From an optimization exercise on the open Yosys and OpenROAD flow, aimed at small area and a short achievable clock period; shortcuts taken in it are not production practice.
Function was checked by simulation only, so behaviour that the tests miss may differ from the original.
No driver is modelled on the clock port, so clocking that relies on it looks cheaper here than on a real chip.
No activity file was given, so power comes from the tool's default toggle rates.

## flow/config.mk

```make
export PLATFORM = sky130hd
export DESIGN_NAME = fairArb
export DESIGN_NICKNAME = fairArb
export VERILOG_FILES = /design/flow/design.v
export SDC_FILE = /design/flow/constraint.sdc
export NUM_CORES = 4
export LEC_CHECK = 0
export CAP_MARGIN = 20
export CORE_MARGIN = 2
export CORE_UTILIZATION = 40
export SLEW_MARGIN = 20
export SYNTH_HIERARCHICAL = 1
```

## flow/constraint.sdc

```tcl
create_clock -name core_clock -period 4.0 [get_ports {clk}]
set_input_delay 0.8000 -clock core_clock [delete_from_list [all_inputs] [get_ports {clk}]]
set_output_delay 0.8000 -clock core_clock [all_outputs]
set_load 0.01 [all_outputs]
```

## flow/design.v

```verilog
module fairArb (
	input  logic [15:0] bids,
	output logic [15:0] wins,
	input  logic        get_next_win,
	input  logic        clk,
	input  logic        rst
);
	logic [3:0]  p;
	logic        a, b;
	logic [15:0] m, nm, g;
	logic [3:0]  pn;
	logic        anyb, upd;
	logic nbm_1;
	logic nbm_2;
	logic nbm_3;
	logic nbm_4;
	logic nbm_5;
	logic nbm_6;
	logic nbm_7;
	logic nbm_8;
	logic nbm_9;
	logic nbm_10;
	logic nbm_11;
	logic nbm_12;
	logic nbm_13;
	logic nbm_14;
	logic nbm_15;
	logic nbm_16;
	logic n_17;
	logic n_18;
	logic n_19;
	logic n_20;
	logic n_21;
	logic n_22;
	logic n_23;
	logic n_24;
	logic n_25;
	logic n_26;
	logic n_27;
	logic n_28;
	logic n_29;
	logic n_30;
	logic n_31;
	logic n_32;
	logic n_33;
	logic n_34;
	logic n_35;
	logic n_36;
	logic n_37;
	logic n_38;
	logic n_39;
	logic n_40;
	logic n_41;
	logic n_42;
	logic n_43;
	logic n_44;
	logic n_45;
	logic n_46;
	logic n_47;
	logic n_48;
	logic n_49;
	logic n_50;
	logic n_51;
	logic n_52;
	logic n_53;
	logic n_54;
	logic n_55;
	logic n_56;
	logic n_57;
	logic n_58;
	logic n_59;
	logic n_60;
	logic n_61;
	logic n_62;
	logic n_63;
	logic n_64;
	logic n_65;
	logic n_66;
	logic n_67;
	logic n_68;
	logic n_69;
	logic n_70;
	logic n_71;
	logic n_72;
	logic n_73;
	logic n_74;
	logic n_75;
	logic n_76;
	logic n_77;
	logic n_78;
	logic n_79;
	logic n_80;
	logic nrb_81;
	logic n_82;
	logic nrb_83;
	logic n_84;
	logic n_85;
	logic nrb_86;
	logic n_87;
	logic nrb_88;
	logic n_89;
	logic n_90;
	logic nrb_91;
	logic n_92;
	logic n_93;
	logic nrb_94;
	logic n_95;
	logic nrb_96;
	logic n_97;
	logic nrb_98;
	logic n_99;
	logic nrb_100;
	logic n_101;
	logic nrb_102;
	logic n_103;
	logic n_104;
	logic nrb_105;
	logic n_106;
	logic n_107;
	logic nrb_108;
	logic n_109;
	logic n_110;
	logic nrb_111;
	logic n_112;
	logic n_113;
	logic nrb_114;
	logic n_115;
	logic n_116;
	logic nrb_117;
	logic n_118;
	logic n_119;
	logic nrb_120;
	logic n_121;
	logic n_122;
	always @(*) begin
		for (int i = 0; i < 16; i++) begin
			m[i]  = (i[3:0] >= p);
			nm[i] = ~(i[3:0] >= p);
		end
	end
	g_nand2 u_nbm_1 (.a(bids[0]), .b(m[0]), .y(nbm_1));
	g_nand2 u_nbm_2 (.a(bids[1]), .b(m[1]), .y(nbm_2));
	g_nand2 u_nbm_3 (.a(bids[2]), .b(m[2]), .y(nbm_3));
	g_nand2 u_nbm_4 (.a(bids[3]), .b(m[3]), .y(nbm_4));
	g_nand2 u_nbm_5 (.a(bids[4]), .b(m[4]), .y(nbm_5));
	g_nand2 u_nbm_6 (.a(bids[5]), .b(m[5]), .y(nbm_6));
	g_nand2 u_nbm_7 (.a(bids[6]), .b(m[6]), .y(nbm_7));
	g_nand2 u_nbm_8 (.a(bids[7]), .b(m[7]), .y(nbm_8));
	g_nand2 u_nbm_9 (.a(bids[8]), .b(m[8]), .y(nbm_9));
	g_nand2 u_nbm_10 (.a(bids[9]), .b(m[9]), .y(nbm_10));
	g_nand2 u_nbm_11 (.a(bids[10]), .b(m[10]), .y(nbm_11));
	g_nand2 u_nbm_12 (.a(bids[11]), .b(m[11]), .y(nbm_12));
	g_nand2 u_nbm_13 (.a(bids[12]), .b(m[12]), .y(nbm_13));
	g_nand2 u_nbm_14 (.a(bids[13]), .b(m[13]), .y(nbm_14));
	g_nand2 u_nbm_15 (.a(bids[14]), .b(m[14]), .y(nbm_15));
	g_nand2 u_nbm_16 (.a(bids[15]), .b(m[15]), .y(nbm_16));
	g_nand2 u_n_17 (.a(nbm_2), .b(nbm_1), .y(n_17));
	g_nand2 u_n_18 (.a(nbm_4), .b(nbm_3), .y(n_18));
	g_nand2 u_n_19 (.a(nbm_6), .b(nbm_5), .y(n_19));
	g_nand2 u_n_20 (.a(nbm_8), .b(nbm_7), .y(n_20));
	g_nand2 u_n_21 (.a(nbm_10), .b(nbm_9), .y(n_21));
	g_nand2 u_n_22 (.a(nbm_12), .b(nbm_11), .y(n_22));
	g_nand2 u_n_23 (.a(nbm_14), .b(nbm_13), .y(n_23));
	g_nand2 u_n_24 (.a(nbm_16), .b(nbm_15), .y(n_24));
	g_nor2b u_n_25 (.a(n_17), .bn(nbm_3), .y(n_25));
	g_nor2 u_n_26 (.a(n_18), .b(n_17), .y(n_26));
	g_nor2b u_n_27 (.a(n_19), .bn(nbm_7), .y(n_27));
	g_nor2 u_n_28 (.a(n_20), .b(n_19), .y(n_28));
	g_nor2b u_n_29 (.a(n_21), .bn(nbm_11), .y(n_29));
	g_nor2 u_n_30 (.a(n_22), .b(n_21), .y(n_30));
	g_nor2b u_n_31 (.a(n_23), .bn(nbm_15), .y(n_31));
	g_nor2 u_n_32 (.a(n_24), .b(n_23), .y(n_32));
	g_nand2 u_n_33 (.a(nbm_5), .b(n_26), .y(n_33));
	g_nand2b u_n_34 (.an(n_19), .b(n_26), .y(n_34));
	g_nand2 u_n_35 (.a(n_27), .b(n_26), .y(n_35));
	g_nand2 u_n_36 (.a(n_28), .b(n_26), .y(n_36));
	g_nand2 u_n_37 (.a(nbm_13), .b(n_30), .y(n_37));
	g_nand2b u_n_38 (.an(n_23), .b(n_30), .y(n_38));
	g_nand2 u_n_39 (.a(n_31), .b(n_30), .y(n_39));
	g_nand2 u_n_40 (.a(n_32), .b(n_30), .y(n_40));
	g_nor2b u_n_41 (.a(n_36), .bn(nbm_9), .y(n_41));
	g_nor2 u_n_42 (.a(n_21), .b(n_36), .y(n_42));
	g_nor2b u_n_43 (.a(n_36), .bn(n_29), .y(n_43));
	g_nor2b u_n_44 (.a(n_36), .bn(n_30), .y(n_44));
	g_nor2 u_n_45 (.a(n_37), .b(n_36), .y(n_45));
	g_nor2 u_n_46 (.a(n_38), .b(n_36), .y(n_46));
	g_nor2 u_n_47 (.a(n_39), .b(n_36), .y(n_47));
	g_nor2 u_n_48 (.a(n_40), .b(n_36), .y(n_48));
	g_nor2 u_n_49 (.a(bids[1]), .b(bids[0]), .y(n_49));
	g_nor2 u_n_50 (.a(bids[3]), .b(bids[2]), .y(n_50));
	g_nor2 u_n_51 (.a(bids[5]), .b(bids[4]), .y(n_51));
	g_nor2 u_n_52 (.a(bids[7]), .b(bids[6]), .y(n_52));
	g_nor2 u_n_53 (.a(bids[9]), .b(bids[8]), .y(n_53));
	g_nor2 u_n_54 (.a(bids[11]), .b(bids[10]), .y(n_54));
	g_nor2 u_n_55 (.a(bids[13]), .b(bids[12]), .y(n_55));
	g_nor2 u_n_56 (.a(bids[15]), .b(bids[14]), .y(n_56));
	g_nand2b u_n_57 (.an(bids[2]), .b(n_49), .y(n_57));
	g_nand2 u_n_58 (.a(n_50), .b(n_49), .y(n_58));
	g_nand2b u_n_59 (.an(bids[6]), .b(n_51), .y(n_59));
	g_nand2 u_n_60 (.a(n_52), .b(n_51), .y(n_60));
	g_nand2b u_n_61 (.an(bids[10]), .b(n_53), .y(n_61));
	g_nand2 u_n_62 (.a(n_54), .b(n_53), .y(n_62));
	g_nand2b u_n_63 (.an(bids[14]), .b(n_55), .y(n_63));
	g_nand2 u_n_64 (.a(n_56), .b(n_55), .y(n_64));
	g_nor2 u_n_65 (.a(bids[4]), .b(n_58), .y(n_65));
	g_nor2b u_n_66 (.a(n_58), .bn(n_51), .y(n_66));
	g_nor2 u_n_67 (.a(n_59), .b(n_58), .y(n_67));
	g_nor2 u_n_68 (.a(n_60), .b(n_58), .y(n_68));
	g_nor2 u_n_69 (.a(bids[12]), .b(n_62), .y(n_69));
	g_nor2b u_n_70 (.a(n_62), .bn(n_55), .y(n_70));
	g_nor2 u_n_71 (.a(n_63), .b(n_62), .y(n_71));
	g_nor2 u_n_72 (.a(n_64), .b(n_62), .y(n_72));
	g_nand2b u_n_73 (.an(bids[8]), .b(n_68), .y(n_73));
	g_nand2 u_n_74 (.a(n_53), .b(n_68), .y(n_74));
	g_nand2b u_n_75 (.an(n_61), .b(n_68), .y(n_75));
	g_nand2b u_n_76 (.an(n_62), .b(n_68), .y(n_76));
	g_nand2 u_n_77 (.a(n_69), .b(n_68), .y(n_77));
	g_nand2 u_n_78 (.a(n_70), .b(n_68), .y(n_78));
	g_nand2 u_n_79 (.a(n_71), .b(n_68), .y(n_79));
	g_nand2 u_n_80 (.a(n_72), .b(n_68), .y(n_80));
	g_nand2 u_nrb_81 (.a(bids[0]), .b(rst), .y(nrb_81));
	g_inv u_n_82 (.a(n_48), .y(n_82));
	g_a211oi u_g0 (.a1(nm[0]), .a2(n_82), .b1(1'b0), .c1(nrb_81), .y(g[0]));
	g_nand2 u_nrb_83 (.a(bids[1]), .b(rst), .y(nrb_83));
	g_nand2b u_n_84 (.an(bids[0]), .b(n_48), .y(n_84));
	g_inv u_n_85 (.a(nbm_1), .y(n_85));
	g_a211oi u_g1 (.a1(nm[1]), .a2(n_84), .b1(n_85), .c1(nrb_83), .y(g[1]));
	g_nand2 u_nrb_86 (.a(bids[2]), .b(rst), .y(nrb_86));
	g_nand2 u_n_87 (.a(n_48), .b(n_49), .y(n_87));
	g_a211oi u_g2 (.a1(nm[2]), .a2(n_87), .b1(n_17), .c1(nrb_86), .y(g[2]));
	g_nand2 u_nrb_88 (.a(bids[3]), .b(rst), .y(nrb_88));
	g_nand2b u_n_89 (.an(n_57), .b(n_48), .y(n_89));
	g_inv u_n_90 (.a(n_25), .y(n_90));
	g_a211oi u_g3 (.a1(nm[3]), .a2(n_89), .b1(n_90), .c1(nrb_88), .y(g[3]));
	g_nand2 u_nrb_91 (.a(bids[4]), .b(rst), .y(nrb_91));
	g_nand2b u_n_92 (.an(n_58), .b(n_48), .y(n_92));
	g_inv u_n_93 (.a(n_26), .y(n_93));
	g_a211oi u_g4 (.a1(nm[4]), .a2(n_92), .b1(n_93), .c1(nrb_91), .y(g[4]));
	g_nand2 u_nrb_94 (.a(bids[5]), .b(rst), .y(nrb_94));
	g_nand2 u_n_95 (.a(n_48), .b(n_65), .y(n_95));
	g_a211oi u_g5 (.a1(nm[5]), .a2(n_95), .b1(n_33), .c1(nrb_94), .y(g[5]));
	g_nand2 u_nrb_96 (.a(bids[6]), .b(rst), .y(nrb_96));
	g_nand2 u_n_97 (.a(n_48), .b(n_66), .y(n_97));
	g_a211oi u_g6 (.a1(nm[6]), .a2(n_97), .b1(n_34), .c1(nrb_96), .y(g[6]));
	g_nand2 u_nrb_98 (.a(bids[7]), .b(rst), .y(nrb_98));
	g_nand2 u_n_99 (.a(n_48), .b(n_67), .y(n_99));
	g_a211oi u_g7 (.a1(nm[7]), .a2(n_99), .b1(n_35), .c1(nrb_98), .y(g[7]));
	g_nand2 u_nrb_100 (.a(bids[8]), .b(rst), .y(nrb_100));
	g_nand2 u_n_101 (.a(n_48), .b(n_68), .y(n_101));
	g_a211oi u_g8 (.a1(nm[8]), .a2(n_101), .b1(n_36), .c1(nrb_100), .y(g[8]));
	g_nand2 u_nrb_102 (.a(bids[9]), .b(rst), .y(nrb_102));
	g_nand2b u_n_103 (.an(n_73), .b(n_48), .y(n_103));
	g_inv u_n_104 (.a(n_41), .y(n_104));
	g_a211oi u_g9 (.a1(nm[9]), .a2(n_103), .b1(n_104), .c1(nrb_102), .y(g[9]));
	g_nand2 u_nrb_105 (.a(bids[10]), .b(rst), .y(nrb_105));
	g_nand2b u_n_106 (.an(n_74), .b(n_48), .y(n_106));
	g_inv u_n_107 (.a(n_42), .y(n_107));
	g_a211oi u_g10 (.a1(nm[10]), .a2(n_106), .b1(n_107), .c1(nrb_105), .y(g[10]));
	g_nand2 u_nrb_108 (.a(bids[11]), .b(rst), .y(nrb_108));
	g_nand2b u_n_109 (.an(n_75), .b(n_48), .y(n_109));
	g_inv u_n_110 (.a(n_43), .y(n_110));
	g_a211oi u_g11 (.a1(nm[11]), .a2(n_109), .b1(n_110), .c1(nrb_108), .y(g[11]));
	g_nand2 u_nrb_111 (.a(bids[12]), .b(rst), .y(nrb_111));
	g_nand2b u_n_112 (.an(n_76), .b(n_48), .y(n_112));
	g_inv u_n_113 (.a(n_44), .y(n_113));
	g_a211oi u_g12 (.a1(nm[12]), .a2(n_112), .b1(n_113), .c1(nrb_111), .y(g[12]));
	g_nand2 u_nrb_114 (.a(bids[13]), .b(rst), .y(nrb_114));
	g_nand2b u_n_115 (.an(n_77), .b(n_48), .y(n_115));
	g_inv u_n_116 (.a(n_45), .y(n_116));
	g_a211oi u_g13 (.a1(nm[13]), .a2(n_115), .b1(n_116), .c1(nrb_114), .y(g[13]));
	g_nand2 u_nrb_117 (.a(bids[14]), .b(rst), .y(nrb_117));
	g_nand2b u_n_118 (.an(n_78), .b(n_48), .y(n_118));
	g_inv u_n_119 (.a(n_46), .y(n_119));
	g_a211oi u_g14 (.a1(nm[14]), .a2(n_118), .b1(n_119), .c1(nrb_117), .y(g[14]));
	g_nand2 u_nrb_120 (.a(bids[15]), .b(rst), .y(nrb_120));
	g_nand2b u_n_121 (.an(n_79), .b(n_48), .y(n_121));
	g_inv u_n_122 (.a(n_47), .y(n_122));
	g_a211oi u_g15 (.a1(nm[15]), .a2(n_121), .b1(n_122), .c1(nrb_120), .y(g[15]));
	assign anyb = n_80;
	assign pn[0] = ~(g[1] | g[3] | g[5] | g[7] | g[9] | g[11] | g[13] | g[15]);
	assign pn[1] = g[1] | g[2] | g[5] | g[6] | g[9] | g[10] | g[13] | g[14];
	assign pn[2] = g[3] | g[4] | g[5] | g[6] | g[11] | g[12] | g[13] | g[14];
	assign pn[3] = g[7] | g[8] | g[9] | g[10] | g[11] | g[12] | g[13] | g[14];
	assign upd = (a & ~b) | (b & get_next_win & anyb);
	always_ff @(posedge clk) begin
		if (~rst) begin
			wins <= 16'd0;
			p    <= 4'd0;
			a    <= 1'b0;
			b    <= 1'b0;
		end else begin
			wins <= g;
			a    <= 1'b1;
			b    <= a;
			if (upd)
				p <= pn;
		end
	end
endmodule
module g_inv (input logic a, output logic y);
	assign y = ~a;
endmodule
module g_nand2 (input logic a, input logic b, output logic y);
	assign y = ~(a & b);
endmodule
module g_nor2 (input logic a, input logic b, output logic y);
	assign y = ~(a | b);
endmodule
module g_nand2b (input logic an, input logic b, output logic y);
	assign y = ~(~an & b);
endmodule
module g_nor2b (input logic a, input logic bn, output logic y);
	assign y = ~(a | ~bn);
endmodule
module g_a211oi (input logic a1, input logic a2, input logic b1, input logic c1, output logic y);
	assign y = ~((a1 & a2) | b1 | c1);
endmodule
module g_o211ai (input logic a1, input logic a2, input logic b1, input logic c1, output logic y);
	assign y = ~((a1 | a2) & b1 & c1);
endmodule
module g_nor3 (input logic a, input logic b, input logic c, output logic y);
	assign y = ~(a | b | c);
endmodule
module g_nand3 (input logic a, input logic b, input logic c, output logic y);
	assign y = ~(a & b & c);
endmodule
module g_nor4 (input logic a, input logic b, input logic c, input logic d, output logic y);
	assign y = ~(a | b | c | d);
endmodule
module g_nand4 (input logic a, input logic b, input logic c, input logic d, output logic y);
	assign y = ~(a & b & c & d);
endmodule
```

## flow/flow/run.sh

```bash
#!/bin/bash
# Layout flow: the standard synthesis unchanged, then the standard ORFS
# steps with buf_2 port buffers and the timing-repair settings in vars.sh.
set -euo pipefail
here=$(cd "$(dirname "$0")" && pwd)
source "$here/vars.sh"
bash standard.sh synth > synth.log 2>&1
bash standard.sh "${EXTRA[@]}" finish > layout.log 2>&1
```

## flow/flow/vars.sh

```bash
EXTRA=(BUFFER_PORTS_ARGS="-buffer_cell sky130_fd_sc_hd__buf_2")
```

## flow/standard.sh

```bash
#!/bin/bash
# synth_recipe.tcl (not shown) runs the flow's synth.tcl, then flattens the netlist and writes it again
# the make line also repeats each setting of config.mk as NAME=value (left out here)
make -C /OpenROAD-flow-scripts/flow DESIGN_CONFIG=/design/flow/config.mk WORK_HOME=/design/flow/orfs CLKGATE_MAP_FILE= SYNTH_SCRIPT=/design/flow/synth_recipe.tcl "${@:-finish}"
```

==> flow_summary_export.csv, run 1 <==
group,metric,value,unit
job,drv_cap,0,
layout,fillers,445,
layout,final_area,1950,sq um
cts,cts-resized-gates,0,
grt,grt_pass1_wl,6.22,mm
sta,holdWs,0.450,ns
cts,h-tree-depth,1,
yosys,synth_largest_area_cell,"dfxtp_1",
sta,fmax,321,MHz
cts,holdBufCountCts,0,
drt,drtIter0Drc,66,
drt,routed_wl,3.70,mm
sta,finalHoldViolations,0,
cts,cts_buffers,3,
floorplan,rows,23,
floorplan,die_area,4760,sq um
floorplan,coreArea,4030,sq um
hold_path,hold_end,"b$_SDFF_PN0_",
sta,setup_viol,0,
worst_setup_path,worstPathArrival,3.32,ns
drt,drtAntennaViolNets,0,
worst_setup_path,timing.rr.end,"p[1]$_SDFFE_PN0P_",
yosys,synth_top_area_share,26.1,%
grt,grtUsageTotal,17.4,%
grt,overflow,0,
worst_setup_path,crit_path_frequent_cell,"nand2_1",
yosys,synthTopCellsByArea,"dfxtp_1, nand2_1, a211oi_2, nand2b_1, nor2b_4",
sta,fin_crit_sh,78.0,%
worst_setup_path,start_kind,"flip-flop",
yosys,syn_inst,238,
cts,cts_max_path_buffers,2,
worst_setup_path,worst-path-max-fanout,13,
worst_setup_path,slowest_delay,0.59,ns
cts,cts_tree,"yes",
worst_setup_path,critPathTopFamily,"simple AND/OR/NAND/NOR gates",
pwr,p_leak,0.857,nW
sta,worst_clock_skew,0.00154,ns
floorplan,die_h,69.0,um
sta,relSlewSlack,60.4,%
hold_path,hp-start,"a$_DFF_P_",
layout,final_util,48.3,%
drt,drtPass1Iterations,4,
worst_setup_path,ff2ff_path_depth,15,
hold_path,worstHoldPathCells,1,
hold_path,hp-class,"flip-flop to flip-flop",
grt,grt_pass1_vias,1367,
pwr,powerDensity,259,nW/um^2
yosys,avgSynthCellArea,7.09,sq um
sta,worst_pin_slew,0.592,ns
placed_design,placed_area,1890,sq um
worst_setup_path,rrSetupSlack,0.88,ns
drt,vias,1530,
floorplan,fp.dieW,69.0,um
sta,slew_violations,0,
sta,rsz0062_at_grt,"false",
grt,grt_start_max_net_pins,39,
status,status,"complete, no violations",
drt,wl_per_cell,11.5,um
yosys,ys_warn_count,7,
layout,diodes,0,
placed_design,io_buffers,34,
grt,antenna_found_initial,0,
pwr,power,504,uW
sta,setup_tns,0,ns
pwr,ir_worst_vdd,0.0994,mV
floorplan,start_util,41.9,%
cts,insertion_delay,0.26,ns
yosys,async_flop_share,0,%
cts,clk_pin_slew,0.07,ns
layout,layout-drive-gt1-share,26.2,%
placed_design,gp_routability_congestion,0.852,
cts,post-cts-setup-buffer-count,0,
worst_setup_path,cp-end-kind,"flip-flop",
yosys,seq_area_frac_synth,26.1,%
cts,cts_root_buf,"clkbuf_8",
worst_setup_path,startpoint,"p[3]$_SDFFE_PN0P_",
worst_setup_path,path_class,"flip-flop to flip-flop",
cts,clock-sinks,22,
yosys,synth_ff_type,"dfxtp_1",
layout,nets,291,
yosys,ys_types,26,
drt,vias_per_cell,4.77,
worst_setup_path,r2r_start,"p[3]$_SDFFE_PN0P_",
layout,syn_to_final_growth,15.3,%
yosys,synth_common_cells,"nand2_1, nor2_1, dfxtp_1, inv_1, nand2b_1",
placed_design,dp_hpwl,2.94,mm
yosys,yosysMostFrequentCell,"nand2_1",
worst_setup_path,slowest_stage,"dfxtp_1",
sta,min_period,3.12,ns
floorplan,io_pins,35,
worst_setup_path,required,4.21,ns
yosys,ys_ff_latch,22,
worst_setup_path,cp_num_buf_inv,3,
yosys,netlist_area,1690,sq um
yosys,synth_edf_count,0,
worst_setup_path,cp_cell_sequence,"nor3_2 -> nand2b_1 -> inv_2 -> nand2_1 -> nand2_1 -> nor2_1 -> nand2_1 -> buf_4 -> nor2_1 -> buf_4 -> nand2b_1 -> a211oi_2 -> nor4_1 -> o211ai_1 -> o311a_1",
drt,route.detailed.drc,0,
==> worst max-delay path by stage <==
stage | to | slack, ns | cells past startpoint
after floorplan | p[1]$_SDFFE_PN0P_ | 1.04 | 10
after global placement | p[1]$_SDFFE_PN0P_ | 0.92 | 13
after detailed placement | p[1]$_SDFFE_PN0P_ | 0.89 | 13
after CTS | p[1]$_SDFFE_PN0P_ | 0.92 | 15
after global routing | p[1]$_SDFFE_PN0P_ | 0.55 | 15
final | p[1]$_SDFFE_PN0P_ | 0.88 | 15
==> stage by stage <==
step	std cells	worst slack [ns]
after global routing	321	0.549
after global placement	317	0.916
after CTS	321	0.918
after floorplan	239	1.04
after detailed placement	317	0.892
final	321	0.882
==> flip-flops by register name (all words and copies together) (netlist names) <==
name  flops
b         1
wins     16
p         4
a         1
==> cell families after synthesis <==
| family | Yosys count | share of synthesized area (%) |
|---|---|---|
| AOI/OAI and AO/OA | 29 | 17.3 |
| buffers and inverters | 34 | 8.60 |
| DFF | 22 | 26.1 |
| other | 2 | 0.445 |
| and+or+nand+nor | 151 | 47.5 |
==> modules after synthesis, one instance, submodules excluded <==
module / times used / flops+latches / cell area (sq um) / cells
g_nand2: 60 / 0 / 3.75 / 1
g_inv: 11 / 0 / 3.75 / 1
g_nor2b: 9 / 0 / 13.8 / 1
g_nor2: 23 / 0 / 3.75 / 1
g_nand2b: 19 / 0 / 6.26 / 1
g_a211oi: 16 / 0 / 12.5 / 1
fairArb: 1 / 22 / 892 / 100
==> metal layers <==
metal / GRT usage (%) / wire, um
met5: 0 / 0
met4: 8.33 / 74
met3: 1.46 / 187
met2: 25.7 / 1550
met1: 25.2 / 1880
==> area by class of cell <==
cell class | instances | area (sq um) | area share (%)
Multi-Input combinational cell | 183 | 1110 | 56.8
Tap cell | 50 | 62.6 | 3.21
Sequential cell | 22 | 440 | 22.6
Clock buffer | 4 | 55.1 | 2.83
Timing Repair Buffer | 36 | 185 | 9.51
Inverter | 26 | 97.6 | 5.01
==> power breakdown <==
group	switching [mW]	internal, mW
combinational	0.0651	0.0474
clock	0.0669	0.0876
sequential	0.0112	0.226
==> cell usage in the layout (no fill, tap or decap), drive strengths merged <==
master,instances
nand2,63
a211oi,16
nor2b,11
conb,3
and3,2
nor2,25
a21oi,3
and2,18
clkbuf,4
or3b,1
o211ai,4
buf,36
nand2b,21
or2,1
inv,26
a21boi,1
o21ai,2
o311a,3
nor3,2
nor4,7
dfxtp,22
==> inputs of run 2 (changes only) <==
==> flow/flow/vars.sh (replaced) <==
EXTRA=(BUFFER_PORTS_ARGS="-buffer_cell sky130_fd_sc_hd__buf_2" SETUP_SLACK_MARGIN=2.3)
==> flow_summary_export.csv, run 2 <==
group,metric,value,unit
worst_setup_path,timing.rr.end,"p[0]$_SDFFE_PN0P_",
floorplan,fp.dieW,69.0,um
worst_setup_path,worst-path-max-fanout,6,
yosys,ys_warn_count,7,
cts,cts_root_buf,"clkbuf_8",
yosys,synth_edf_count,0,
drt,routed_wl,5.06,mm
drt,vias,1786,
worst_setup_path,rrSetupSlack,1.63,ns
floorplan,coreArea,4030,sq um
yosys,synth_compound_area_share,17.3,%
yosys,netlist_area,1690,sq um
layout,diodes,0,
hold_path,worstHoldPathCells,1,
yosys,ys_types,26,
sta,fin_crit_sh,59.2,%
hold_path,hold_end,"b$_SDFF_PN0_",
drt,drtAntennaViolNets,0,
placed_design,dp_hpwl,3.05,mm
yosys,synthAdderAreaFrac,0,%
layout,stdcell_count,361,
hold_path,hp-start,"a$_DFF_P_",
pwr,power,621,uW
yosys,async_flop_share,0,%
yosys,avgSynthCellArea,7.09,sq um
grt,antenna_found_initial,0,
cts,cts_tree,"yes",
yosys,synth_common_cells,"nand2_1, nor2_1, dfxtp_1, inv_1, nand2b_1",
layout,syn_to_final_growth,67.5,%
grt,overflow,0,
grt,grt_start_max_net_pins,39,
floorplan,rows,23,
yosys,synth_top_area_share,26.1,%
layout,layout_common_cells,"nand2_1, buf_2, buf_4",
pwr,ir_worst_vdd,0.0982,mV
cts,clock-sinks,22,
hold_path,hp-class,"flip-flop to flip-flop",
yosys,synth_xor_area_share,0,%
worst_setup_path,crit_path_frequent_cell,"nand2_4",
floorplan,io_pins,35,
sta,worst_pin_slew,0.620,ns
worst_setup_path,cp_num_buf_inv,2,
sta,min_period,2.37,ns
placed_design,gp_routability_congestion,0.832,
grt,grtUsageTotal,22.2,%
drt,route.detailed.drc,0,
sta,rsz0062_at_grt,"true",
yosys,synth_largest_area_cell,"dfxtp_1",
cts,insertion_delay,0.25,ns
sta,setup_viol,0,
floorplan,die_h,69.0,um
yosys,yosysMostFrequentCell,"nand2_1",
grt,grt_pass1_wl,7.97,mm
layout,largest_register_ffs,16,
sta,relSlewSlack,58.6,%
pwr,p_leak,1.29,nW
yosys,synth_top_family_by_area,"simple AND/OR/NAND/NOR gates",
floorplan,start_util,41.9,%
job,drv_cap,0,
layout,top_regs,"wins x16, p x4",
worst_setup_path,slowest_stage,"dfxtp_4",
layout,final_common_cell,"nand2_1",
drt,vias_per_cell,4.95,
floorplan,die_area,4760,sq um
worst_setup_path,cp-end-kind,"flip-flop",
yosys,synthTopCellsByArea,"dfxtp_1, nand2_1, a211oi_2, nand2b_1, nor2b_4",
grt,grt_pass1_vias,1680,
yosys,synthMuxAreaShare,0,%
yosys,synth-simple-area-share,47.5,%
pwr,powerDensity,220,nW/um^2
worst_setup_path,critPathTopFamily,"simple AND/OR/NAND/NOR gates",
cts,h-tree-depth,1,
worst_setup_path,start_kind,"flip-flop",
drt,drtIter0Drc,63,
cts,cts_max_path_buffers,2,
yosys,syn_inst,238,
status,status,"complete, no violations",
sta,worst_clock_skew,0.00346,ns
sta,finalHoldViolations,0,
layout,layout-drive-gt1-share,54.7,%
layout,final_util,70.2,%
placed_design,dp_cells,315,
worst_setup_path,cp_cell_sequence,"or2_4 -> a21oi_4 -> nand2_4 -> nand2_4 -> nor2_4 -> nand2_4 -> nor2_4 -> buf_12 -> buf_12 -> nand2b_4 -> a211oi_4 -> nor4_1 -> o211ai_1 -> a21boi_1",
cts,clk_pin_slew,0.08,ns
yosys,seq_area_frac_synth,26.1,%
layout,largest-register,"wins",
worst_setup_path,slowest_delay,0.39,ns
yosys,synth_ff_type,"dfxtp_1",
worst_setup_path,path_class,"flip-flop to flip-flop",
drt,drtPass1Iterations,4,
placed_design,io_buffers,34,
sta,slew_violations,0,
sta,fmax,422,MHz
worst_setup_path,r2r_start,"p[1]$_SDFFE_PN0P_",
drt,wl_per_cell,14.0,um
sta,worst_slack,1.63,ns
cts,cts_buffers,3,
sta,setup_tns,0,ns
layout,nets,332,
cts,holdBufCountCts,0,
worst_setup_path,worstPathArrival,2.54,ns
worst_setup_path,required,4.17,ns
placed_design,pre_cts_ws,1.14,ns
yosys,ys_ff_latch,22,
worst_setup_path,ff2ff_path_depth,14,
==> run 2: final cells by class <==
type | count | area (sq um)
clock buffers | 3 | 41.3
fillers | 322 | 1200
inverters | 26 | 97.6
multi-input cells | 183 | 1540
flip-flops and latches | 22 | 455
well taps | 50 | 62.6
repair buffers | 77 | 626
==> run 2: timing repair <==
action | in CTS | in global routing
pin swaps | 32 | 21
resized for setup | 79 | 25
setup endpoints to repair | 20 | 20
setup buffers | 39 | 4
==> run 2: per-module statistics from Yosys (local to each module, per instance) <==
module    area (sq um)  flip-flops and latches  cells inside  times used
fairArb            892                      22           100           1
g_nor2b           13.8                       0             1           9
g_a211oi          12.5                       0             1          16
g_nand2b          6.26                       0             1          19
g_inv             3.75                       0             1          11
g_nand2           3.75                       0             1          60
g_nor2            3.75                       0             1          23
==> run 2: through the flow <==
stage                     hold slack [ns]  instance area [sq um]
after CTS                           0.451                   2640
after detailed placement            0.436                   2000
final                               0.450                   2830
after floorplan                     0.421                   1820
after global placement              0.426                   2000
after global routing                0.481                   2830
==> run 2: worst max path at each step <==
stage,endpoint,slack [ns],from,cells past startpoint
6_report,p[0]$_SDFFE_PN0P_,1.63,p[1]$_SDFFE_PN0P_,14
5_1_grt,p[0]$_SDFFE_PN0P_,1.53,p[1]$_SDFFE_PN0P_,14
4_1_cts,p[1]$_SDFFE_PN0P_,1.82,p[3]$_SDFFE_PN0P_,14
3_5_place_dp,p[1]$_SDFFE_PN0P_,1.14,p[3]$_SDFFE_PN0P_,13
3_3_place_gp,p[3]$_SDFFE_PN0P_,1.20,p[3]$_SDFFE_PN0P_,13
2_1_floorplan,p[1]$_SDFFE_PN0P_,1.77,bids[0],10
==> run 2: routing by layer <==
metal	part of all wire, %	global-route usage, %	wire (um)	up-vias
met1	45	29.5	2260	846
met5	0	0	0	-
met2	51	38.3	2590	41
li1	-	-	-	895
met4	0.99	6.13	50	0
met3	3.3	1.79	169	4
==> run 2: report_power, final <==
group | switching [mW] | total [mW] | internal [mW]
Combinational | 0.125 | 0.249 | 0.124
Clock | 0.0670 | 0.134 | 0.0670
Sequential | 0.0121 | 0.238 | 0.226
==> run 2: worst reg2reg max path: stages (launching register included) <==
cell      delay (ns)
dfxtp_4         0.39
or2_4           0.28
a21oi_4         0.18
nand2_4         0.08
nand2_4         0.07
nor2_4          0.04
nand2_4         0.09
nor2_4          0.05
buf_12          0.13
buf_12          0.14
nand2b_4        0.07
a211oi_4        0.07
nor4_1          0.37
o211ai_1        0.15
a21boi_1        0.18
==> run 2: kinds of logic after synthesis <==
logic type | count (synthesis)
other | 2
flip-flops | 22
AND/OR/NAND/NOR | 151
AO/OA/AOI/OAI | 29
buffers and inverters | 34
==> inputs of run 3 (changes only) <==
==> flow/flow/run.sh (replaced) <==
#!/bin/bash
set -euo pipefail
here=$(cd "$(dirname "$0")" && pwd)
source "$here/vars.sh"
bash standard.sh synth > synth.log 2>&1
bash standard.sh "${EXTRA[@]}" PRE_DETAIL_PLACE_TCL="$here/size.tcl" POST_CTS_TCL="$here/size_cts.tcl" finish > layout.log 2>&1
==> flow/flow/size.tcl (new file) <==
source $::env(PLATFORM_DIR)/setRC.tcl
set ::size_stage [expr {[info exists ::env(SIZE_STAGE)] ? $::env(SIZE_STAGE) : "place"}]
set ::size_per [get_property [get_clocks core_clock] period]
set ::size_in [delete_from_list [all_inputs] [get_ports clk]]
set ::size_dly [expr {0.2 * $::size_per}]
if {$::size_stage eq "cts"} {
  set_propagated_clock [all_clocks]
} else {
  set ::size_lat [expr {[info exists ::env(SIZE_CLK_LATENCY)] ? $::env(SIZE_CLK_LATENCY) : 0.26}]
  set_input_delay [expr {$::size_dly - $::size_lat}] -clock core_clock $::size_in
  set_output_delay [expr {$::size_dly + $::size_lat}] -clock core_clock [all_outputs]
}
set_dont_use $::env(DONT_USE_CELLS)
estimate_parasitics -placement
sta::make_equiv_cells [get_libs *]

# the period is a soft maximum over all endpoints, so that paths close to the
# worst one also count and ties between near-critical paths do not stall it
proc size_obj {} {
  estimate_parasitics -placement
  set k $::size_k
  set sum 0.0
  foreach p $::size_eps {
    set d [expr {$::size_per - [get_property $p slack_max]}]
    set sum [expr {$sum + exp($k * ($d - 2.0))}]
  }
  set ps [expr {2.0 + log($sum) / $k}]
  return [expr {log([rsz::design_area]) + log($ps)}]
}
set ::size_k [expr {[info exists ::env(SIZE_K)] ? $::env(SIZE_K) : 25.0}]
set ::size_eps [concat [all_registers -data_pins] [all_outputs]]

set ::size_cands {}
foreach inst [get_cells *] {
  set ref [get_property $inst ref_name]
  set name [get_full_name $inst]
  if {[string match "*tapvpwrvgnd*" $ref] || [string match "*fill*" $ref] || [string match "*conb*" $ref]} { continue }
  if {[string match "clkbuf_*" $name] || [string match "clkload*" $name] || [string match "clkinv*" $name]} { continue }
  # after the clock tree is built, flip-flops keep their size: a larger one
  # loads the clock net more and slows its slew
  if {$::size_stage eq "cts" && [string match "*__df*" $ref]} { continue }
  set lc [get_lib_cells $ref]
  set alts {}
  foreach c [sta::find_equiv_cells $lc] {
    set n [get_name $c]
    if {[string match "*lpflow*" $n] || [string match "*probe*" $n]} { continue }
    lappend alts $n
  }
  if {[llength $alts] > 1} { lappend ::size_cands [list $inst $alts] }
}

proc size_state {} {
  set st {}
  foreach c $::size_cands { lappend st [get_property [lindex $c 0] ref_name] }
  return $st
}
proc size_restore {st} {
  foreach c $::size_cands n $st {
    set inst [lindex $c 0]
    if {[get_property $inst ref_name] ne $n} { replace_cell $inst $n }
  }
}
proc size_report {tag obj} {
  puts "size($::size_stage): $tag obj [format %.5f $obj] ws [format %.4f [worst_slack -max]] area [format %.2f [expr {[rsz::design_area]*1e12}]]"
}

proc size_greedy {maxpass} {
  set best [size_obj]
  size_report "greedy start" $best
  for {set pass 0} {$pass < $maxpass} {incr pass} {
    set changed 0
    foreach c $::size_cands {
      lassign $c inst alts
      set cur [get_property $inst ref_name]
      set pick $cur
      foreach n $alts {
        if {$n eq $cur} { continue }
        replace_cell $inst $n
        set o [size_obj]
        if {$o < $best - 1e-7} { set best $o; set pick $n }
      }
      if {[get_property $inst ref_name] ne $pick} { replace_cell $inst $pick }
      if {$pick ne $cur} { incr changed }
    }
    set best [size_obj]
    size_report "pass $pass changed $changed" $best
    if {$changed == 0} { break }
  }
  return $best
}

# keep the slew at every flip-flop clock pin under SIZE_CLK_SLEW (ns) by
# moving the clock buffers that drive slow pins to the next larger size
proc size_clk_slew {} {
  set lim [expr {[info exists ::env(SIZE_CLK_SLEW)] ? $::env(SIZE_CLK_SLEW) : 0.105}]
  for {set it 0} {$it < 6} {incr it} {
    estimate_parasitics -placement
    set drivers {}
    set worst 0.0
    foreach pin [all_registers -clock_pins -edge_triggered] {
      foreach e {rise fall} {
        set s [get_property $pin slew_max_$e]
        if {$s > $worst} { set worst $s }
        if {$s > $lim} {
          foreach d [get_pins -of_objects [get_nets -of_objects $pin] -filter "direction==output"] {
            lappend drivers [get_full_name [get_cells -of_objects $d]]
          }
        }
      }
    }
    puts "size(clk): worst clock pin slew $worst"
    if {[llength $drivers] == 0} { return }
    foreach n [lsort -unique $drivers] {
      set inst [get_cells $n]
      set ref [get_property $inst ref_name]
      if {[regexp {^(.*clkbuf_)([0-9]+)$} $ref -> base sz] && $sz < 16} {
        set nsz [expr {$sz * 2}]
        replace_cell $inst $base$nsz
        puts "size(clk): $n $ref -> $base$nsz"
      }
    }
  }
}

set maxpass [expr {[info exists ::env(SIZE_PASSES)] ? $::env(SIZE_PASSES) : 8}]
if {$::size_stage eq "cts"} {
  size_greedy $maxpass
  size_clk_slew
  detailed_placement
  check_placement -verbose
  estimate_parasitics -placement
  puts "size($::size_stage): legalised ws [worst_slack -max] hold [worst_slack -min]"
} else {
  set margins [expr {[info exists ::env(SIZE_MARGINS)] ? $::env(SIZE_MARGINS) : "none"}]
  set start [size_state]
  set best_obj 1e9
  set best_st $start
  foreach m $margins {
    size_restore $start
    estimate_parasitics -placement
    if {$m ne "none"} {
      repair_timing -setup -setup_margin $m -sequence "sizeup,swap" -repair_tns 100
    }
    set o [size_greedy $maxpass]
    puts "size($::size_stage): margin $m final obj [format %.5f $o]"
    if {$o < $best_obj} { set best_obj $o; set best_st [size_state] }
  }
  size_restore $best_st
  size_report "chosen" [size_obj]
  set_input_delay $::size_dly -clock core_clock $::size_in
  set_output_delay $::size_dly -clock core_clock [all_outputs]
  estimate_parasitics -placement
}
==> flow/flow/size_cts.tcl (new file) <==
# second sizing pass, after clock tree synthesis (see size.tcl)
set ::env(SIZE_STAGE) cts
source [file join [file dirname [info script]] size.tcl]
==> flow/flow/vars.sh (replaced) <==
EXTRA=(BUFFER_PORTS_ARGS="-buffer_cell sky130_fd_sc_hd__buf_2")
--- a/flow/config.mk
+++ b/flow/config.mk
@@ -9,4 +9,3 @@
 export CORE_MARGIN = 2
 export CORE_UTILIZATION = 40
 export SLEW_MARGIN = 20
-export SYNTH_HIERARCHICAL = 1
==> flow_summary_export.csv, run 3 <==
group,metric,value,unit
sta,setup_tns,0,ns
layout,layout-drive-gt1-share,9.09,%
sta,relSlewSlack,62.3,%
yosys,yosysMostFrequentCell,"dfxtp_1",
yosys,avgSynthCellArea,9.03,sq um
worst_setup_path,required,4.18,ns
yosys,synth_common_cells,"dfxtp_1, nand2_1, nand3_1, nor2_1, a21oi_1",
sta,setup_viol,0,
drt,drtIter0Drc,76,
placed_design,gp_routability_congestion,0.910,
yosys,netlist_area,1410,sq um
drt,route.detailed.drc,0,
job,drv_cap,0,
floorplan,die_h,63.3,um
yosys,ys_ff_latch,22,
worst_setup_path,timing.rr.end,"p[2]$_SDFFE_PN0P_",
sta,worst_pin_slew,0.565,ns
drt,routed_wl,3.61,mm
layout,layout_common_cells,"clkbuf_1, dfxtp_1, nand2_1",
drt,drtPass1Iterations,4,
placed_design,io_buffers,34,
yosys,ys_warn_count,1,
worst_setup_path,cp_num_cells,8,
floorplan,coreArea,3360,sq um
grt,grtUsageTotal,18.2,%
layout,diodes,0,
pwr,ir_worst_vdd,0.137,mV
worst_setup_path,r2r_start,"p[3]$_SDFFE_PN0P_",
sta,finalHoldViolations,0,
sta,worst_clock_skew,0.00452,ns
yosys,synth_ff_type,"dfxtp_1",
yosys,synthTopCellsByArea,"dfxtp_1, buf_6, nand3_1, nand2_1, nor2_1",
worst_setup_path,worstPathArrival,2.76,ns
worst_setup_path,slowest_delay,0.50,ns
layout,top_regs,"wins x16, p x4",
pwr,power,493,uW
drt,vias_per_cell,5.81,
pwr,p_leak,0.545,nW
layout,nets,207,
sta,min_period,2.57,ns
worst_setup_path,worst-path-max-fanout,7,
sta,fin_crit_sh,64.3,%
cts,insertion_delay,0.29,ns
layout,largest_register_ffs,16,
yosys,syn_inst,156,
floorplan,io_pins,35,
worst_setup_path,cp-end-kind,"flip-flop",
drt,vias,1353,
grt,grt_start_max_net_pins,20,
worst_setup_path,crit_path_frequent_cell,"o311a_1",
cts,clk_pin_slew,0.08,ns
grt,antenna_found_initial,0,
drt,wl_per_cell,15.5,um
hold_path,worstHoldPathCells,1,
worst_setup_path,cp_num_buf_inv,1,
drt,drtAntennaViolNets,0,
layout,largest-register,"wins",
layout,final_area,1490,sq um
yosys,synth_edf_count,0,
worst_setup_path,rrSetupSlack,1.43,ns
status,status,"complete, no violations",
yosys,synth_top_area_share,31.3,%
sta,rsz0062_at_grt,"false",
worst_setup_path,start_kind,"input pin",
floorplan,fp.dieW,63.3,um
cts,cts_tree,"yes",
hold_path,hp-class,"flip-flop to flip-flop",
layout,fillers,367,
worst_setup_path,path_class,"input pin to flip-flop",
hold_path,hp-start,"a$_DFF_P_",
pwr,powerDensity,330,nW/um^2
placed_design,dp_hpwl,2.76,mm
layout,final_common_cell,"clkbuf_1",
worst_setup_path,slowest_stage,"or4_4",
yosys,seq_area_frac_synth,31.3,%
floorplan,start_util,41.9,%
yosys,ys_types,60,
grt,grt_pass1_wl,5.78,mm
layout,syn_to_final_growth,6.04,%
worst_setup_path,cp_cell_sequence,"clkbuf_1 -> or2_2 -> o211ai_2 -> nand4_4 -> nor2b_1 -> o311a_1 -> or4_4 -> o311a_1",
yosys,async_flop_share,0,%
hold_path,hold_end,"b$_SDFF_PN0_",
yosys,synth_largest_area_cell,"dfxtp_1",
worst_setup_path,ff2ff_path_depth,7,
sta,worst_slack,1.43,ns
grt,overflow,0,
floorplan,rows,21,
sta,fmax,389,MHz
floorplan,die_area,4010,sq um
cts,clock-sinks,22,
sta,slew_violations,0,
placed_design,placed_area,1440,sq um
placed_design,pre_cts_ws,1.14,ns
grt,grt_pass1_vias,1229,
worst_setup_path,critPathTopFamily,"simple AND/OR/NAND/NOR gates",
[run 3: changes by cell type after synthesis, moves of 14 or more]
cell / previous run / this run
nand2_1: 63 / 12
nand2b_1: 21 / 2
a211oi_2: 16 / 1
nor2_1: 25 / 11
and2_1: 18 / 3
inv_1: 22 / 4
[run 3: worst max path at each step]
stage / from / to / slack (ns)
after global placement: bids[2] / p[3]$_SDFFE_PN0P_ / 1.21
after floorplan: rst / p[0]$_SDFFE_PN0P_ / 1.49
after detailed placement: bids[2] / p[0]$_SDFFE_PN0P_ / 1.14
final: bids[3] / p[3]$_SDFFE_PN0P_ / 1.43
after global routing: p[3]$_SDFFE_PN0P_ / p[0]$_SDFFE_PN0P_ / 1.21
[run 3: cell families (layout without fill, tap and decap cells)]
logic type / Yosys count / count (layout) / share of synthesized area (%)
buf+inv: 12 / 43 / 6.66
simple gates: 78 / 78 / 34.9
compound gates: 44 / 44 / 27.2
flops: 22 / 22 / 31.3
[run 3: layout make-up]
class                           instances  area, sq um  area share (%)
Multi-Input combinational cell        122          798            53.4
Sequential cell                        22          443            29.6
Timing Repair Buffer                   34          128            8.54
Tap cell                               46         57.6            3.85
Clock buffer                            4         48.8            3.27
Inverter                                5         18.8            1.26
[run 3: routing by layer]
layer / routed length, um / share of wire [%] / up-vias / track usage (%)
li1: - / - / 655 / -
met1: 1680 / 46 / 634 / 25.7
met2: 1650 / 46 / 59 / 27.8
met3: 227 / 6.3 / 5 / 2.14
met4: 52 / 1.4 / 0 / 7.61
met5: 0 / 0 / - / 0
[run 3: per-stage QoR]
step / util [%] / hold slack [ns] / instances
floorplan: - / 0.427 / 156
global placement: 46.4 / 0.441 / 229
detailed placement: 42.8 / 0.444 / 229
global route: 44.4 / 0.498 / 233
finish: 44.4 / 0.461 / 233
[run 3: worst register-to-register path: stages (launching register included)]
cell and delay [ns]:
dfxtp_1 0.68, nand2_1 0.29, a31oi_1 0.31, nand4_4 0.18, or4_1 0.55, a21oi_2 0.17
or4_1 0.15, o221a_1 0.17
[run 3: where the power goes]
| group | switching (mW) | internal [mW] |
|---|---|---|
| combinational | 0.0583 | 0.0390 |
| sequential | 0.0208 | 0.229 |
| clock | 0.0690 | 0.0773 |
==> inputs of run 4 (changes only) <==
==> flow/flow/vars.sh (replaced) <==
EXTRA=(BUFFER_PORTS_ARGS="-buffer_cell sky130_fd_sc_hd__buf_2")
export SIZE_MARGINS="2.0"
--- a/flow/config.mk
+++ b/flow/config.mk
@@ -5,6 +5,7 @@
 export SDC_FILE = /design/flow/constraint.sdc
 export NUM_CORES = 4
 export LEC_CHECK = 0
+export ABC_AREA = 1
 export CAP_MARGIN = 20
 export CORE_MARGIN = 2
 export CORE_UTILIZATION = 40
==> flow_summary_export.csv, run 4 <==
group,metric,value,unit
status,status,"complete, no violations",
sta,setup_tns,0,ns
worst_setup_path,slowest_stage,"a21oi_2",
cts,clk_pin_slew,0.09,ns
floorplan,start_util,42.3,%
floorplan,io_pins,35,
yosys,synth_common_cells,"nand2_1, inv_1, nor2_1, nand3_1, dfxtp_1",
grt,grt_pass1_wl,6.39,mm
yosys,netlist_area,1430,sq um
yosys,synth_edf_count,0,
yosys,synthTopCellsByArea,"dfxtp_1, nand2_1, inv_1, nor2_1, nand3_1",
sta,setup_viol,0,
yosys,async_flop_share,0,%
worst_setup_path,cp_cell_sequence,"buf_1 -> inv_1 -> nand2_1 -> nor2_1 -> inv_2 -> nor2_4 -> nand4_1 -> a21oi_2 -> inv_1 -> o21ai_0 -> inv_1 -> nand2_1 -> clkinv_1",
yosys,seq_area_frac_synth,30.7,%
layout,top_regs,"wins x16, p x4",
sta,slew_violations,0,
sta,finalHoldViolations,0,
grt,grtUsageTotal,19.6,%
layout,nets,306,
sta,fmax,484,MHz
floorplan,die_area,4080,sq um
layout,layout_common_cells,"nand2_1, inv_1, nor2_1",
floorplan,rows,21,
pwr,ir_worst_vdd,0.133,mV
sta,worst_pin_slew,0.608,ns
drt,drtAntennaViolNets,0,
sta,holdWs,0.438,ns
worst_setup_path,worst-path-max-fanout,5,
grt,overflow,0,
drt,route.detailed.drc,0,
layout,diodes,0,
placed_design,dp_hpwl,2.92,mm
floorplan,die_h,63.9,um
worst_setup_path,path_class,"input pin to flip-flop",
sta,worst_clock_skew,0.00152,ns
sta,min_period,2.07,ns
floorplan,coreArea,3390,sq um
pwr,powerDensity,306,nW/um^2
worst_setup_path,start_kind,"input pin",
cts,cts_tree,"yes",
yosys,yosysMostFrequentCell,"nand2_1",
layout,fillers,375,
drt,drtIter0Drc,71,
layout,largest_register_ffs,16,
layout,syn_to_final_growth,17.9,%
grt,grt_pass1_vias,1456,
grt,antenna_found_initial,0,
worst_setup_path,crit_path_frequent_cell,"inv_1",
drt,routed_wl,3.66,mm
hold_path,hp-class,"flip-flop to flip-flop",
yosys,ys_ff_latch,22,
placed_design,placed_area,1640,sq um
drt,vias_per_cell,4.69,
sta,fin_crit_sh,51.6,%
worst_setup_path,cp_num_buf_inv,6,
layout,final_util,49.9,%
pwr,p_leak,0.896,nW
layout,layout-drive-gt1-share,8.74,%
layout,final_common_cell,"nand2_1",
yosys,synth_largest_area_cell,"dfxtp_1",
yosys,synth_ff_type,"dfxtp_1",
layout,final_area,1690,sq um
yosys,syn_inst,250,
worst_setup_path,slowest_delay,0.21,ns
drt,drtPass1Iterations,5,
worst_setup_path,required,4.18,ns
worst_setup_path,cp-end-kind,"flip-flop",
worst_setup_path,rrSetupSlack,1.95,ns
yosys,ys_types,21,
layout,largest-register,"wins",
cts,clock-sinks,22,
worst_setup_path,worstPathArrival,2.25,ns
drt,wl_per_cell,11.0,um
placed_design,io_buffers,34,
yosys,ys_warn_count,1,
yosys,synth_top_area_share,30.7,%
worst_setup_path,critPathTopFamily,"simple AND/OR/NAND/NOR gates",
sta,relSlewSlack,59.5,%
pwr,power,517,uW
floorplan,fp.dieW,63.9,um
sta,rsz0062_at_grt,"false",
yosys,avgSynthCellArea,5.74,sq um
grt,grt_start_max_net_pins,14,
drt,vias,1556,
job,drv_cap,0,
cts,insertion_delay,0.28,ns
placed_design,gp_routability_congestion,0.919,
-- run 4: changes by cell type after synthesis, sizes merged, moves of 6 or more --
cell and change:
nand2 +64, nor2 +30, nor3 +7, nand3 +15, inv +48, or4 -6
-- run 4: final cells by class --
type,instances,area [sq um],share of cell area [%]
Clock buffer,4,60.1,3.55
Inverter,52,195,11.5
Multi-Input combinational cell,174,803,47.5
Sequential cell,22,447,26.4
Tap cell,46,57.6,3.40
Timing Repair Buffer,34,128,7.55
-- run 4: stage by stage --
step	setup slack, ns	cells
6_report	1.93	332
3_3_place_gp	1.54	328
5_1_grt	1.71	332
3_5_place_dp	1.68	328
2_1_floorplan	1.86	250
-- run 4: cells by family after synthesis --
| group | share of synthesized area (%) |
|---|---|
| DFF | 30.7 |
| buffers and inverters | 14.2 |
| AOI/OAI and AO/OA | 7.50 |
| and+or+nand+nor | 47.6 |
-- run 4: worst reg2reg max path, stage by stage (launching register included) --
cell,delay (ns)
dfxtp_2,0.42
nand2_1,0.17
nand2_1,0.09
nand2_1,0.09
a21oi_1,0.14
nand2_1,0.12
nor2_4,0.27
nand2_4,0.12
o21ai_0,0.17
nand2_1,0.12
nand2_1,0.09
nor2_1,0.04
nand3_1,0.06
nand2_1,0.06
clkinv_1,0.04
-- run 4: final timing paths --
check                     from                end  cells after the start
max                    bids[0]  p[1]$_SDFFE_PN0P_                     13
min                  a$_DFF_P_       b$_SDFF_PN0_                      2
max reg2reg  p[1]$_SDFFE_PN0P_  p[1]$_SDFFE_PN0P_                     14
min reg2reg          a$_DFF_P_       b$_SDFF_PN0_                      2
-- run 4: power breakdown --
group	leakage [nW]	total, mW	switching, mW	internal, mW
Combinational	0.684	0.103	0.0682	0.0347
Sequential	0.181	0.239	0.0106	0.228
Clock	0.0313	0.176	0.0773	0.0983
Total	0.896	0.517	0.156	0.361
-- run 4: per-layer routing --
layer  global-route usage (%)  wire, um  share of wire [%]  vias to the layer above
met5                        0         0                  0                        -
met4                     5.43        22               0.60                        0
met3                     3.17       331                9.0                        2
met2                     32.8      1690                 46                       62
met1                     26.0      1610                 44                      664
li1                         -         -                  -                      828
==> inputs of run 5 (changes only) <==
==> flow/flow/vars.sh (replaced) <==
EXTRA=(BUFFER_PORTS_ARGS="-buffer_cell sky130_fd_sc_hd__buf_2")
export SIZE_MARGINS="1.95 2.05"
--- a/flow/config.mk
+++ b/flow/config.mk
@@ -8,5 +8,6 @@
 export ABC_AREA = 1
 export CAP_MARGIN = 20
 export CORE_MARGIN = 2
-export CORE_UTILIZATION = 40
+export CORE_UTILIZATION = 60
+export PLACE_DENSITY = 0.75
 export SLEW_MARGIN = 20
==> flow_summary_export.csv, run 5 <==
group,metric,value,unit
worst_setup_path,worstPathArrival,2.32,ns
yosys,ys_types,21,
floorplan,rows,17,
grt,grtUsageTotal,30.6,%
grt,grt_pass1_wl,6.27,mm
drt,m1WireLength,1.61,mm
layout,layout_common_cells,"nand2_1, nor2_1, inv_1",
floorplan,fp.dieW,52.9,um
placed_design,gp_routability_congestion,0.920,
layout,nets,306,
drt,wl_met2,1.81,mm
worst_setup_path,start_kind,"input pin",
worst_setup_path,path_class,"input pin to flip-flop",
sta,fin_crit_sh,52.4,%
sta,rsz0062_at_grt,"false",
yosys,seq_area_frac_synth,30.7,%
grt,overflow,0,
placed_design,io_buffers,34,
floorplan,coreArea,2230,sq um
drt,wl_per_cell,12.0,um
yosys,synth_top_family_by_area,"simple AND/OR/NAND/NOR gates",
cts,clk_pin_slew,0.08,ns
drt,drtAntennaViolNets,0,
drt,drtIter0Drc,80,
grt,grt_start_max_net_pins,14,
sta,setup_viol,0,
job,drv_cap,0,
yosys,synth_edf_count,0,
sta,setup_tns,0,ns
layout,largest-register,"wins",
yosys,synth_top_area_share,30.7,%
yosys,synth_compound_area_share,7.50,%
drt,highest-signal-layer,"met4",
sta,worst_pin_slew,0.558,ns
floorplan,start_util,64.2,%
floorplan,die_h,52.9,um
layout,largest_register_ffs,16,
hold_path,hp-class,"flip-flop to flip-flop",
cts,insertion_delay,0.28,ns
pwr,ir_worst_vdd,0.226,mV
drt,wl_met3,291,um
yosys,netlist_area,1430,sq um
yosys,synth_largest_area_cell,"dfxtp_1",
yosys,synthTopCellsByArea,"dfxtp_1, nand2_1, inv_1, nor2_1, nand3_1",
pwr,powerDensity,307,nW/um^2
sta,slew_violations,0,
grt,grt_pass1_vias,1443,
yosys,yosysMostFrequentCell,"nand2_1",
drt,route.detailed.drc,0,
drt,drtPass1Iterations,5,
yosys,synth_common_cells,"nand2_1, inv_1, nor2_1, nand3_1, dfxtp_1",
layout,layout-drive-gt1-share,10.8,%
sta,fmax,477,MHz
status,status,"complete, no violations",
sta,finalHoldViolations,0,
layout,top_regs,"wins x16, p x4",
worst_setup_path,cp-end-kind,"flip-flop",
yosys,ys_ff_latch,22,
yosys,synthAdderAreaFrac,0,%
placed_design,dp_hpwl,2.92,mm
yosys,synthMuxAreaShare,0,%
layout,diodes,0,
drt,vias,1634,
layout,syn_to_final_growth,16.3,%
grt,antenna_found_initial,0,
yosys,async_flop_share,0,%
sta,worst_clock_skew,0.00552,ns
yosys,ys_warn_count,1,
floorplan,die_area,2800,sq um
yosys,synth-simple-area-share,47.6,%
yosys,synth_ff_type,"dfxtp_1",
layout,final_area,1670,sq um
pwr,p_leak,0.858,nW
layout,final_common_cell,"nand2_1",
sta,relSlewSlack,62.8,%
drt,vias_per_cell,5.20,
yosys,avgSynthCellArea,5.74,sq um
yosys,synth_xor_area_share,0,%
sta,min_period,2.10,ns
worst_setup_path,required,4.23,ns
worst_setup_path,worst-path-max-fanout,10,
cts,cts_tree,"yes",
placed_design,placed_area,1670,sq um
cts,clock-sinks,22,
floorplan,io_pins,35,
yosys,syn_inst,250,
drt,routed_wl,3.78,mm
run 5: cell types whose count changed in the layout (fill, tap and decap cells not counted), sizes merged:
cell,change
clkinv,+3
inv,-3
run 5: kinds of logic (layout without fill, tap and decap cells):
group	count (synthesis)	in the layout
and+or+nand+nor	157	157
AOI/OAI and AO/OA	17	17
DFF	22	22
buffers and inverters	54	90
run 5: final timing paths:
path	startpoint	endpoint	slack (ns)	cells past startpoint
hold / removal	a$_DFF_P_	b$_SDFF_PN0_	0.46	2
hold reg to reg	a$_DFF_P_	b$_SDFF_PN0_	0.46	2
setup reg to reg	p[0]$_SDFFE_PN0P_	p[1]$_SDFFE_PN0P_	1.94	14
setup / recovery	bids[1]	p[1]$_SDFFE_PN0P_	1.90	14
run 5: layout make-up:
type / instances / area, sq um
well taps: 28 / 35.0
inverters: 52 / 196
clock buffers: 4 / 60.1
repair buffers: 34 / 129
flip-flops and latches: 22 / 447
fillers: 201 / 566
multi-input cells: 174 / 801
run 5: power breakdown:
part	internal (mW)	switching, mW	total (mW)
logic	0.0353	0.0721	0.107
clock network	0.0980	0.0673	0.165
registers	0.228	0.0102	0.239
run 5: worst max-delay path, cell delays in order:
cell	delay (ns)
clkbuf_1	0.10
nand3_1	0.14
nand2_2	0.10
nor2_4	0.12
nand2_2	0.08
nor2_4	0.25
nand2_4	0.12
o21bai_2	0.13
nand2_1	0.12
nand2_1	0.10
inv_1	0.05
nand3_1	0.08
nand2_1	0.07
inv_1	0.06
run 5: routing by layer:
metal,up-vias,track usage [%]
met5,-,0
met4,0,12.8
met3,8,3.11
met2,86,51.5
met1,705,39.6
li1,835,-
run 5: metrics by stage:
step	instances	utilization, %	hold slack, ns	total power, mW	setup WS [ns]
floorplan	250	-	0.413	0.313	1.86
global placement	310	73.0	0.424	0.343	1.58
detailed placement	310	74.8	0.440	0.355	1.60
global route	314	74.7	0.474	0.540	1.69
finish	314	74.7	0.458	0.511	1.90

## port drivers added, routing unchanged
Ports are ideal in the flow. The routed layouts listed here were re-timed in OpenROAD. Step 1 (the two cells are an assumption about what drives the block):
set clk [get_ports {clk}]
set_driving_cell -lib_cell sky130_fd_sc_hd__clkbuf_16 $clk
set_driving_cell -lib_cell sky130_fd_sc_hd__buf_2 [delete_from_list [all_inputs] $clk]
Step 2 also shifts input and output timing later by t, the mid clock arrival at the registers, as if the neighbouring blocks saw the same clock. a / b / c = ideal ports / drivers / drivers and shift; a / b = the first two.
run | t (ns) | slack for setup (ns) | hold WS [ns] | worst slew at a driven data input, ns | cell pins on the clock port's net
run 1 | 0.283 | 0.882 / 0.882 / 0.828 | 0.450 / 0.450 / 0.450 | 0.03 | 1
run 2 | 0.278 | 1.631 / 1.631 / 1.458 | 0.450 / 0.450 / 0.450 | 0.05 | 1
run 3 | 0.308 | 1.427 / 1.429 / 1.120 | 0.461 / 0.461 / 0.461 | 0.03 | 1
run 4 | 0.306 | 1.935 / 1.938 / 1.632 | 0.438 / 0.438 / 0.438 | 0.03 | 1
run 5 | 0.299 | 1.903 / 1.907 / 1.608 | 0.458 / 0.458 / 0.458 | 0.03 | 1
After both steps setup and hold are still met in every run listed. The setup slack of run 3, which loses most, moves by +0.002 ns with the drivers and by -0.307 ns with both steps.
